Context: an optimization exercise on an open-source flow, tuned for small area, a short achievable clock period and few clock cycles. The choices shown serve that exercise and are no tape-out recipe.
RTL that was checked went through simulation tests only; none was proved equivalent to the original.
The flow treats the clock pin as an ideal source. Dropping or thinning the clock tree relies on that and would not hold on a real chip.
Power and IR drop assume default switching activity.

run A:
// ME
module ME(
    input clk,
    input rst_n,
    input block_valid,
    input area_valid,
    input [7:0] in_data,
    output logic out_valid,
    output logic signed [2:0] out_vector
);
Size: ~600 flip-flops, ~16 I/O pins, roughly 24000 µm² of cells after synthesis.
export LEC_CHECK = 0
export ABC_AREA = 1
export ABC_CLOCK_PERIOD_IN_PS = 2200
export CAP_MARGIN = 20
export CELL_PAD_IN_SITES_DETAIL_PLACEMENT = 0
export CELL_PAD_IN_SITES_GLOBAL_PLACEMENT = 0
export CORE_MARGIN = 2
export CORE_UTILIZATION = 60
export CTS_CLUSTER_DIAMETER = 100
export CTS_CLUSTER_SIZE = 30
export PLACE_DENSITY = 0.7
export SETUP_SLACK_MARGIN = 3.35
export SLEW_MARGIN = 20
export TNS_END_PERCENT = 100
create_clock -name core_clock -period 5.5 [get_ports {clk}]
run.sh (not shown) runs the stock make flow with config.mk's settings and CLKGATE_MAP_FILE= SYNTH_SCRIPT=/design/flow/synth_recipe.tcl, a recipe that flattens the netlist after the stock synthesis.
Run A: no failed stages, no open violations at the end
Testbench counts of run A, summed over its fixed seeds: cycles 43,008.
Inputs modified between run A and run B:
Settings: clearing CELL_PAD_IN_SITES_DETAIL_PLACEMENT, which used to be 0; swapping 3.35 for 3.3 in SETUP_SLACK_MARGIN; clearing PLACE_DENSITY, which used to be 0.7; clearing ABC_AREA, which used to be 1; clearing CELL_PAD_IN_SITES_GLOBAL_PLACEMENT, which used to be 0.
Notes after the runs:
[compare] base=run A new=run B: synthesized cell count went down about 9%, final cell count has decreased, multi-input logic area fell 0.82%.
Between run A and run B, the initial core utilization figures differ only marginally.
In run B the HPWL after detailed placement turned out 6.5% lower than in run A.
The inputs of run C differ from those of run B as listed below.
Settings: ABC_AREA now 1, previously not set; PLACE_DENSITY now 0.75, previously not set; SETUP_SLACK_MARGIN now 3.35, was 3.3.
## What came out
No stage failed in run C, and the final checks on the layout all came back clean. Run B ended up with reg -> reg as its kind of critical path; run C ended up with reg -> out. Going from run B to run C, via count up 1340; count of non-filler cells in the finished layout up about 7%. Run B → run C: worst setup slack grew by 0.060 ns, achievable clock frequency higher. Looking at run B and run C, the power is a wash. Tap cell count (lower): run B. Summary of run C over run B: hold slack level, combinational power share held steady, die area went up 2.1%. Clock share of power: run C vs run B, no meaningful difference.
[inputs] run D vs run C
Settings: GPL_TIMING_DRIVEN newly set to 0; PLACE_DENSITY removed (was 0.75).
==> notes.md <==
Run D: all stages complete, timing, DRC and antenna checks passed. Between run C and run D, worst reg2reg path depth is lower for run D, run C comes in above that. Run D vs run C: placed instance count up slightly. out_vector[1]$_DFF_PN0_ as the start point of the critical path was reported by run C, and adc[6]$_DFF_P_ by run D. Taking run C as the reference, in run D number of cells on the critical path rose by 8, via count fell by 183, area added between synthesis and finish rose by 1.4 points, routed via count divided by cell count fell by 0.11, met2 layer wire length in the routed design fell by 3.8%. Run C and run D ended up with roughly the same power spent charging and discharging nets. Number of iterations in the first detailed-routing pass sits lower in run D than in run C. Between run C and run D, number of antenna violations at the first check in global routing increased. Measured against each other, run C and run D differ in sequential share of power, the higher figure coming from run C.

* * *

Setup of the baseline:
ME, a different RTL version from the one above (not shown whole).
Size in the first run: roughly 630 flip-flops, ~16 I/O pins, about 28000 sq um of cells after synthesis.
Settings: LEC_CHECK=0, ABC_CLOCK_PERIOD_IN_PS=2500, CAP_MARGIN=20, CORE_MARGIN=2, CORE_UTILIZATION=40, SETUP_SLACK_MARGIN=3.0, SLEW_MARGIN=20, TNS_END_PERCENT=100; clock period 5.5 ns.
### the baseline -> the candidate
# the baseline
export LEC_CHECK = 0
export ABC_CLOCK_PERIOD_IN_PS = 2500
export CAP_MARGIN = 20
export CORE_MARGIN = 2
export CORE_UTILIZATION = 40
export SETUP_SLACK_MARGIN = 3.0
export SLEW_MARGIN = 20
export TNS_END_PERCENT = 100
create_clock -name core_clock -period 5.5 [get_ports {clk}]
# the candidate
export LEC_CHECK = 0
export ABC_CLOCK_PERIOD_IN_PS = 2200
export CAP_MARGIN = 20
export CORE_MARGIN = 2
export CORE_UTILIZATION = 40
export SETUP_SLACK_MARGIN = 3.3
export SLEW_MARGIN = 20
export TNS_END_PERCENT = 100
create_clock -name core_clock -period 5.5 [get_ports {clk}]
Compared with the baseline, the candidate is hungrier on power.
Going from the baseline to the candidate, data required time at the worst endpoint has remained practically unchanged, total of clock buffers placed in the layout lower.
Final worst setup slack ends up higher on the candidate.
Delta(count of plain and timing-repair buffers, the candidate - the baseline) > 0
On the candidate: share of the clock period used by the worst path is 0.56 points lower than what the baseline gave.
From the candidate to the baseline, number of nets with antenna violations after detailed routing did not move at all.
Function was not checked in any run of this note: the RTL went through the layout flow alone.

* * *

## run a
The RTL this note starts from:
==> flow/design.v <==
module ME(
    input clk,
    input rst_n,
    input block_valid,
    input area_valid,
    input [7:0] in_data,
    output logic out_valid,
    output logic signed [2:0] out_vector
);
logic [7:0] nblk [0:15];
always_ff @(posedge clk)
    if (block_valid) begin
        for (int k = 0; k < 15; k++) nblk[k] <= nblk[k+1];
        nblk[15] <= ~in_data;
    end
logic [7:0] pix [0:11];
always_ff @(posedge clk) begin
    pix[0] <= in_data;
    for (int d = 1; d < 12; d++) pix[d] <= pix[d-1];
end
function automatic [7:0] pixd(input integer i);
    pixd = i == 0 ? pix[11] : i == 1 ? pix[7] : i == 2 ? pix[3] : in_data;
endfunction
logic [7:0] adv [0:15];
logic       adc [0:15];
always_ff @(posedge clk)
    for (int k = 0; k < 16; k++)
        {adc[k], adv[k]} <= {1'b0, pixd(k/4)} + {1'b0, nblk[k]};
logic [3:0] pd0 [0:14];
logic [3:0] pd1 [0:14];
logic [3:0] pd2 [0:14];
logic       kc1 [0:14];
logic       kc2 [0:14];
function automatic [3:0] topmask(input integer s);
    integer m, k;
    m = (255 * (s + 1)) >> 8;
    k = 0;
    while (k < m) k = 2 * k + 1;
    topmask = k;
endfunction
function automatic [4:0] radd4(input [3:0] a, input [3:0] b, input ci);
    logic c;
    c = ci;
    for (int i = 0; i < 4; i++) begin
        radd4[i] = a[i] ^ b[i] ^ c;
        c = (a[i] & b[i]) | (c & (a[i] ^ b[i]));
    end
    radd4[4] = c;
endfunction
always_ff @(posedge clk)
    for (int s = 0; s < 15; s++) begin
        logic [11:0] t;
        logic [4:0] q0;
        logic [4:0] q1;
        logic [4:0] q2;
        t = {4'd0, adv[s] ^ {8{~adc[s]}}};
        q0 = radd4((s == 0 ? 4'd0 : pd0[s-1]), t[3:0], adc[s]);
        q1 = radd4((s == 0 ? 4'd0 : pd1[s-1]), t[7:4], (s == 0 ? 1'b0 : kc1[s-1]));
        q2 = radd4((s == 0 ? 4'd0 : pd2[s-1]), t[11:8], (s == 0 ? 1'b0 : kc2[s-1]));
        pd0[s] <= q0[3:0];
        kc1[s] <= q0[4];
        pd1[s] <= q1[3:0];
        kc2[s] <= q1[4];
        pd2[s] <= q2[3:0] & topmask(s);
    end
logic [11:0] r14;
always_comb begin
    logic c;
    logic [4:0] q;
    r14[3:0] = pd0[14];
    c = 1'b0;
    q = radd4(pd1[14], {3'd0, kc1[14]}, c);
    r14[7:4] = q[3:0];
    c = q[4];
    q = radd4(pd2[14], {3'd0, kc2[14]}, c);
    r14[11:8] = q[3:0];
    c = q[4];
end
logic [11:0] sad;
always_ff @(posedge clk)
    sad <= r14 + {4'd0, adv[15] ^ {8{~adc[15]}}} + {11'd0, adc[15]};
logic [5:0] idx;
logic v1, v2;
always_ff @(posedge clk, negedge rst_n)
    if (!rst_n) begin
        v1 <= 1'b0;
        v2 <= 1'b0;
    end else begin
        v1 <= area_valid;
        v2 <= v1;
    end
always_ff @(posedge clk)
    idx <= block_valid ? 6'd0 : idx + {5'd0, v2};
wire win_ok = v2 && idx[5:3] >= 3'd3 && idx[2:0] >= 3'd3;
wire first  = idx == 6'd27;
logic [11:0] nmin;    
wire better = first || sad < ~nmin;
logic [2:0] min_x, min_y;
wire [2:0] cur_x = idx[2:0] - 3'd5;    
wire [2:0] cur_y = 3'd5 - idx[5:3];    
always_ff @(posedge clk)
    if (win_ok && better) begin
        nmin    <= ~sad;
        min_x   <= cur_x;
        min_y   <= cur_y;
    end
wire last = v2 && idx == 6'd63;
logic second;
always_ff @(posedge clk, negedge rst_n)
    if (!rst_n) begin
        out_valid  <= 1'b0;
        second     <= 1'b0;
        out_vector <= 3'd0;
    end else begin
        second    <= last;
        out_valid <= last || second;
        if (last)
            out_vector <= better ? cur_x : min_x;
        else if (second)
            out_vector <= min_y;
        else
            out_vector <= 3'd0;
    end
endmodule
Settings: LEC_CHECK=0, ABC_CLOCK_PERIOD_IN_PS=2200, CAP_MARGIN=20, CORE_MARGIN=2, CORE_UTILIZATION=60, CTS_CLUSTER_DIAMETER=100, CTS_CLUSTER_SIZE=30, SETUP_SLACK_MARGIN=3.3, SLEW_MARGIN=20, TNS_END_PERCENT=100; clock period 5.5 ns.
Input-level comparison between run b and run a:
# run a
export LEC_CHECK = 0
export ABC_CLOCK_PERIOD_IN_PS = 2200
export CAP_MARGIN = 20
export CORE_MARGIN = 2
export CORE_UTILIZATION = 60
export CTS_CLUSTER_DIAMETER = 100
export CTS_CLUSTER_SIZE = 30
export SETUP_SLACK_MARGIN = 3.3
export SLEW_MARGIN = 20
export TNS_END_PERCENT = 100
create_clock -name core_clock -period 5.5 [get_ports {clk}]
# run b
export LEC_CHECK = 0
export ABC_AREA = 1
export ABC_CLOCK_PERIOD_IN_PS = 2200
export CAP_MARGIN = 20
export CORE_MARGIN = 2
export CORE_UTILIZATION = 60
export CTS_CLUSTER_DIAMETER = 100
export CTS_CLUSTER_SIZE = 30
export SETUP_SLACK_MARGIN = 3.3
export SLEW_MARGIN = 20
export TNS_END_PERCENT = 100
create_clock -name core_clock -period 5.5 [get_ports {clk}]
Notes after the runs:
- Going from run a to run b, via count of the routed design went up by 8.0%; power neither gained nor lost much; critical path depth lost 6.
- On global-route total usage across every layer: between run b and run a, it ends up higher for run b.
- Global routing usage on met2, run b and run a, higher one = run a.
- Lower count of clock-buffer cells in the layout among run b and run a: run b
- When run b is measured against run a, its simple logic cell fraction of the synthesized area turns out 0.93 points higher.
- Taking run a as the reference point, the finished layout cell area of run b rises by 1.4%.
No functional check of the RTL was part of any run of this note.

* * *

## run 1
ME, a different RTL version from the one above (not shown whole).
Size: about 650 flip-flops, roughly 16 I/O pins, about 26000 um2 of cells after synthesis.
## ME
module ME(
    input clk,
    input rst_n,
    input block_valid,
    input area_valid,
    input [7:0] in_data,
    output logic out_valid,
    output logic signed [2:0] out_vector
);
==> flow/config.mk <==
export PLATFORM = sky130hd
export DESIGN_NAME = ME
export DESIGN_NICKNAME = ME
export VERILOG_FILES = /design/flow/design.v
export SDC_FILE = /design/flow/constraint.sdc
export NUM_CORES = 8
export LEC_CHECK = 0
export ABC_CLOCK_PERIOD_IN_PS = 1900
export CAP_MARGIN = 20
export CORE_MARGIN = 2
export CORE_UTILIZATION = 60
export SETUP_SLACK_MARGIN = 3.65
export SLEW_MARGIN = 20
export TNS_END_PERCENT = 100
==> flow/constraint.sdc <==
create_clock -name core_clock -period 5.5 [get_ports {clk}]
set_input_delay 1.1000 -clock core_clock [delete_from_list [all_inputs] [get_ports {clk}]]
set_output_delay 1.1000 -clock core_clock [all_outputs]
set_load 0.01 [all_outputs]
standard.sh (not shown) runs the stock make flow with config.mk's settings and CLKGATE_MAP_FILE= SYNTH_SCRIPT=/design/flow/synth_recipe.tcl, a recipe that flattens the netlist after the stock synthesis.
==> flow/flow/run.sh <==
#!/bin/bash
# The standard layout, except for clock tree synthesis: after placement
# flow/cts_manual.tcl builds the clock tree (see mcts.tcl), then the
# standard flow continues from it. Each step's output goes to its own log.
set -euo pipefail
here=$(pwd)
bash standard.sh place > make_place.log 2>&1
bash standard.sh run RUN_SCRIPT="$here/flow/cts_manual.tcl" RUN_LOG_NAME_STEM=4_1_cts_manual \
    MCTS_LEAVES=24 MCTS_ROOT=clkinv_16 MCTS_LEAF=clkinv_8 > make_cts.log 2>&1
bash standard.sh finish > make_finish.log 2>&1
Other scripts of this flow, unchanged in this note and not shown: flow/flow/cts_manual.tcl, flow/flow/mcts.tcl
Testbench counts of run 1, summed over its fixed seeds: cycles 44,032.
For run 2, these inputs were changed with respect to run 1:
# run 1
export LEC_CHECK = 0
export ABC_CLOCK_PERIOD_IN_PS = 1900
export CAP_MARGIN = 20
export CORE_MARGIN = 2
export CORE_UTILIZATION = 60
export SETUP_SLACK_MARGIN = 3.65
export SLEW_MARGIN = 20
export TNS_END_PERCENT = 100
create_clock -name core_clock -period 5.5 [get_ports {clk}]
# run 2
export LEC_CHECK = 0
export ABC_AREA = 1
export ABC_CLOCK_PERIOD_IN_PS = 1900
export CAP_MARGIN = 20
export CORE_MARGIN = 2
export CORE_UTILIZATION = 50
export SETUP_SLACK_MARGIN = 3.6
export SLEW_MARGIN = 20
export TNS_END_PERCENT = 100
create_clock -name core_clock -period 5.5 [get_ports {clk}]
==> comparison <==
Start-to-end type of the worst setup path = register to register: run 1; start-to-end type of the worst setup path = register to output pin: run 2. Changes observed in run 2 relative to run 1: combinational share of power moved down; share of the clock period used by the worst path after layout rose by 0.21 points; highest clock rate went down.
diff inputs: run 2 => run 3
# run 2
export LEC_CHECK = 0
export ABC_AREA = 1
export ABC_CLOCK_PERIOD_IN_PS = 1900
export CAP_MARGIN = 20
export CORE_MARGIN = 2
export CORE_UTILIZATION = 50
export SETUP_SLACK_MARGIN = 3.6
export SLEW_MARGIN = 20
export TNS_END_PERCENT = 100
create_clock -name core_clock -period 5.5 [get_ports {clk}]
# run 3
export LEC_CHECK = 0
export ABC_AREA = 1
export ABC_CLOCK_PERIOD_IN_PS = 1900
export CAP_MARGIN = 20
export CORE_MARGIN = 2
export CORE_UTILIZATION = 70
export SETUP_SLACK_MARGIN = 3.6
export SLEW_MARGIN = 20
export TNS_END_PERCENT = 100
create_clock -name core_clock -period 5.5 [get_ports {clk}]
Results
Remaining global-route overflow: run 3 vs run 2 identical
Going from run 2 to run 3, the met3 track demand over resource was found to have gone up by 0.35 points.
Any difference in layout net count between run 3 and run 2 is small enough to ignore.
Compared with run 2, run 3 shows a lower layout-stage area growth over the synthesis result.
Adder-cell share of the synthesized area: run 2 vs run 3 identical
Lower largest net degree at the start of global routing among run 2 and run 3: run 2
Summary of the comparison: final design area excluding fillers is lower in run 3, relative to run 2.
NOTE net switching power of the design run 2->run 3 decreased by a few percent
Compared with run 2, run 3 shows floorplan die height that has gone down by more than 10%.
Against run 2, run 3 comes in 15% lower on die width.
Changes in run 4 relative to run 3:
# run 3
export LEC_CHECK = 0
export ABC_AREA = 1
export ABC_CLOCK_PERIOD_IN_PS = 1900
export CAP_MARGIN = 20
export CORE_MARGIN = 2
export CORE_UTILIZATION = 70
export SETUP_SLACK_MARGIN = 3.6
export SLEW_MARGIN = 20
export TNS_END_PERCENT = 100
create_clock -name core_clock -period 5.5 [get_ports {clk}]
# run 4
export LEC_CHECK = 0
export ABC_AREA = 1
export ABC_CLOCK_PERIOD_IN_PS = 1900
export CAP_MARGIN = 20
export CORE_MARGIN = 2
export CORE_UTILIZATION = 60
export SETUP_SLACK_MARGIN = 3.7
export SLEW_MARGIN = 20
export TNS_END_PERCENT = 100
create_clock -name core_clock -period 5.5 [get_ports {clk}]
==> notes.md <==
The critical path depth in run 4 was lower than what run 3 gave. The wire length per cell of run 4 falls short of that of run 3 by about 3%. First-iteration DRC count, run 3 and run 4, higher one = run 4. On wire length of the first global-routing pass, run 3 beats run 4. Compared with run 3, run 4 shows a lower final critical path time including I/O delays and setup. | switching power | run 4 vs run 3 | worse |. ~same sequential cell count in run 3 and run 4. The final total power of run 4 exceeds that of run 3 by about 1.2%.
No run of this note takes its clock network from TritonCTS; it comes from the design's own scripts or RTL.

* * *

Another version of the RTL of ME (not shown whole).
For scale: ~2300 cells after synthesis, about 630 flip-flops, ~27000 sq um of cells after synthesis.
## ME
module ME(
    input clk,
    input rst_n,
    input block_valid,
    input area_valid,
    input [7:0] in_data,
    output logic out_valid,
    output logic signed [2:0] out_vector
);
make LEC_CHECK=0 ABC_CLOCK_PERIOD_IN_PS=2200 CAP_MARGIN=20 CORE_MARGIN=2 CORE_UTILIZATION=40 CTS_BUF_LIST=sky130_fd_sc_hd__clkbuf_4 CTS_CLUSTER_SIZE=30 SETUP_SLACK_MARGIN=3.3 SLEW_MARGIN=20 TNS_END_PERCENT=100 finish   # period 5.5 ns
run.sh (not shown) runs the stock make flow with config.mk's settings and CLKGATE_MAP_FILE= SYNTH_SCRIPT=/design/flow/synth_recipe.tcl, a recipe that flattens the netlist after the stock synthesis.
Stock flow here: none of the scripts above is used.
The starting point completed without violations.
Testbench counts at the start, summed over its fixed seeds: cycles 43,520.
Rerun with:
--- a/flow/config.mk
+++ b/flow/config.mk
@@ -9,7 +9,5 @@
 export CAP_MARGIN = 20
 export CORE_MARGIN = 2
-export CORE_UTILIZATION = 40
-export CTS_BUF_LIST = sky130_fd_sc_hd__clkbuf_4
-export CTS_CLUSTER_SIZE = 30
+export CORE_UTILIZATION = 60
 export SETUP_SLACK_MARGIN = 3.3
 export SLEW_MARGIN = 20
=> The changed run completed with no timing, DRC or antenna violations; fmax goes up by 19%; synthesized area stays the same; register-to-register slack degrades by 0.02 ns; worst setup slack gets better by 0.41 ns; worst hold slack gains 0.012 ns.
Rerun with:
--- a/flow/config.mk
+++ b/flow/config.mk
@@ -9,5 +9,5 @@
 export CAP_MARGIN = 20
 export CORE_MARGIN = 2
-export CORE_UTILIZATION = 60
+export CORE_UTILIZATION = 40
 export SETUP_SLACK_MARGIN = 3.3
 export SLEW_MARGIN = 20
Result: The new run went through all stages and came out clean. Die area is higher by well over a third. Fmax went down slightly. Final area is higher slightly. Wire length barely changes. Final cell count rose by a little under a tenth. Via count stays flat. Utilization shrinks by 23 points.
Rerun with:
--- a/flow/config.mk
+++ b/flow/config.mk
@@ -6,9 +6,9 @@
 export NUM_CORES = 8
 export LEC_CHECK = 0
-export ABC_CLOCK_PERIOD_IN_PS = 2200
+export ABC_CLOCK_PERIOD_IN_PS = 2500
 export CAP_MARGIN = 20
 export CORE_MARGIN = 2
 export CORE_UTILIZATION = 40
-export SETUP_SLACK_MARGIN = 3.3
+export SETUP_SLACK_MARGIN = 3.0
 export SLEW_MARGIN = 20
 export TNS_END_PERCENT = 100
After rerunning:
- The new run finished clean
- first-iteration DRC count grows by 3.9%
- sequential share of layout area increases by 0.37 points
- worst hold slack gets worse by 0.0079 ns
- count of clock-buffer cells in the layout drops by 5
- wire length barely changes
- area after synthesis stays the same
- register-to-register slack gets worse by 0.27 ns
Rerun with:
--- a/flow/config.mk
+++ b/flow/config.mk
@@ -6,9 +6,9 @@
 export NUM_CORES = 8
 export LEC_CHECK = 0
-export ABC_CLOCK_PERIOD_IN_PS = 2500
+export ABC_CLOCK_PERIOD_IN_PS = 2000
 export CAP_MARGIN = 20
 export CORE_MARGIN = 2
 export CORE_UTILIZATION = 40
-export SETUP_SLACK_MARGIN = 3.0
+export SETUP_SLACK_MARGIN = 3.5
 export SLEW_MARGIN = 20
 export TNS_END_PERCENT = 100
=>
- design area goes up by 8.2%
- total power grows by about 9%
- register-to-register slack improves by 0.27 ns
- synthesized cell count is unchanged
- synthesized area is unchanged
- clock power climbs by about 1%
- routed wire length rises by about 8%
- cell count went up by 3.5%
- via count increases by about 4.3%
Rerun with:
--- a/flow/config.mk
+++ b/flow/config.mk
@@ -6,9 +6,10 @@
 export NUM_CORES = 8
 export LEC_CHECK = 0
-export ABC_CLOCK_PERIOD_IN_PS = 2000
+export ABC_CLOCK_PERIOD_IN_PS = 2200
 export CAP_MARGIN = 20
 export CORE_MARGIN = 2
 export CORE_UTILIZATION = 40
-export SETUP_SLACK_MARGIN = 3.5
+export CTS_BUF_LIST = sky130_fd_sc_hd__clkbuf_8
+export SETUP_SLACK_MARGIN = 3.3
 export SLEW_MARGIN = 20
 export TNS_END_PERCENT = 100
What happened: Combinational power shrinks by about 16%; global-route usage shrinks by 0.31 points; final area shrinks by 6.5%; worst hold slack barely changes; fmax shrinks by about 4%; final cell count shrinks by 0.98%; setup slack is worse by 0.090 ns; sequential power shrinks by about 0.7%.

port drivers added, routing unchanged:
How much do the figures lean on ideal ports? The routed layouts below were timed once more, with nothing changed but the port constraints. Step 1 (the two cells are an assumption about what drives the block):
set clk [get_ports {clk}]
set_driving_cell -lib_cell sky130_fd_sc_hd__clkbuf_16 $clk
set_driving_cell -lib_cell sky130_fd_sc_hd__buf_2 [delete_from_list [all_inputs] $clk]
Step 2 adds t to the input delays and takes it off the output delays; t is the mean of the earliest and latest rising clock arrival at the registers after step 1. Input paths then give back, and output paths get back, about the clock's delay inside the block. a / b / c = ideal ports / drivers / drivers and shift; a / b = the first two.
run	t (ns)	setup WS [ns]	worst setup path after step 2
run A of note 1	0.617	3.313 / 3.255 / 2.855	input to register
run B of note 1	0.607	3.236 / 3.236 / 2.797	input to register
run C of note 1	0.620	3.296 / 3.243 / 2.808	input to register
run D of note 1	0.618	3.305 / 3.264 / 2.772	input to register
the baseline	0.646	3.026 / 3.026 / 2.590	input to register
the candidate	0.653	3.057 / 3.057 / 2.764	input to register
run a of note 3	0.615	3.122 / 3.122 / 2.753	input to register
run b of note 3	0.623	3.179 / 3.179 / 2.767	input to register
run 1	0.441	3.575 / 3.445 / 3.575	register to register
run 2	0.446	3.564 / 3.338 / 3.662	register to register
run 3	0.440	3.551 / 3.448 / 3.550	register to register
run 4	0.445	3.664 / 3.439 / 3.674	register to register
the first run of note 5	1.019	2.911 / 2.851 / 2.645	input to register
the second run of note 5	0.634	3.319 / 3.261 / 3.015	input to register
the third run of note 5	0.651	3.293 / 3.233 / 2.829	input to register
the fourth run of note 5	0.655	3.117 / 3.082 / 2.632	input to register
the fifth run of note 5	0.653	3.300 / 3.240 / 2.963	input to register
the sixth run of note 5	0.728	3.210 / 3.153 / 2.627	input to register
After both steps setup and hold are still met in every run listed. For the sixth run of note 5, which loses most, drivers alone change the setup slack by -0.057 ns; drivers and shift together by -0.583 ns.
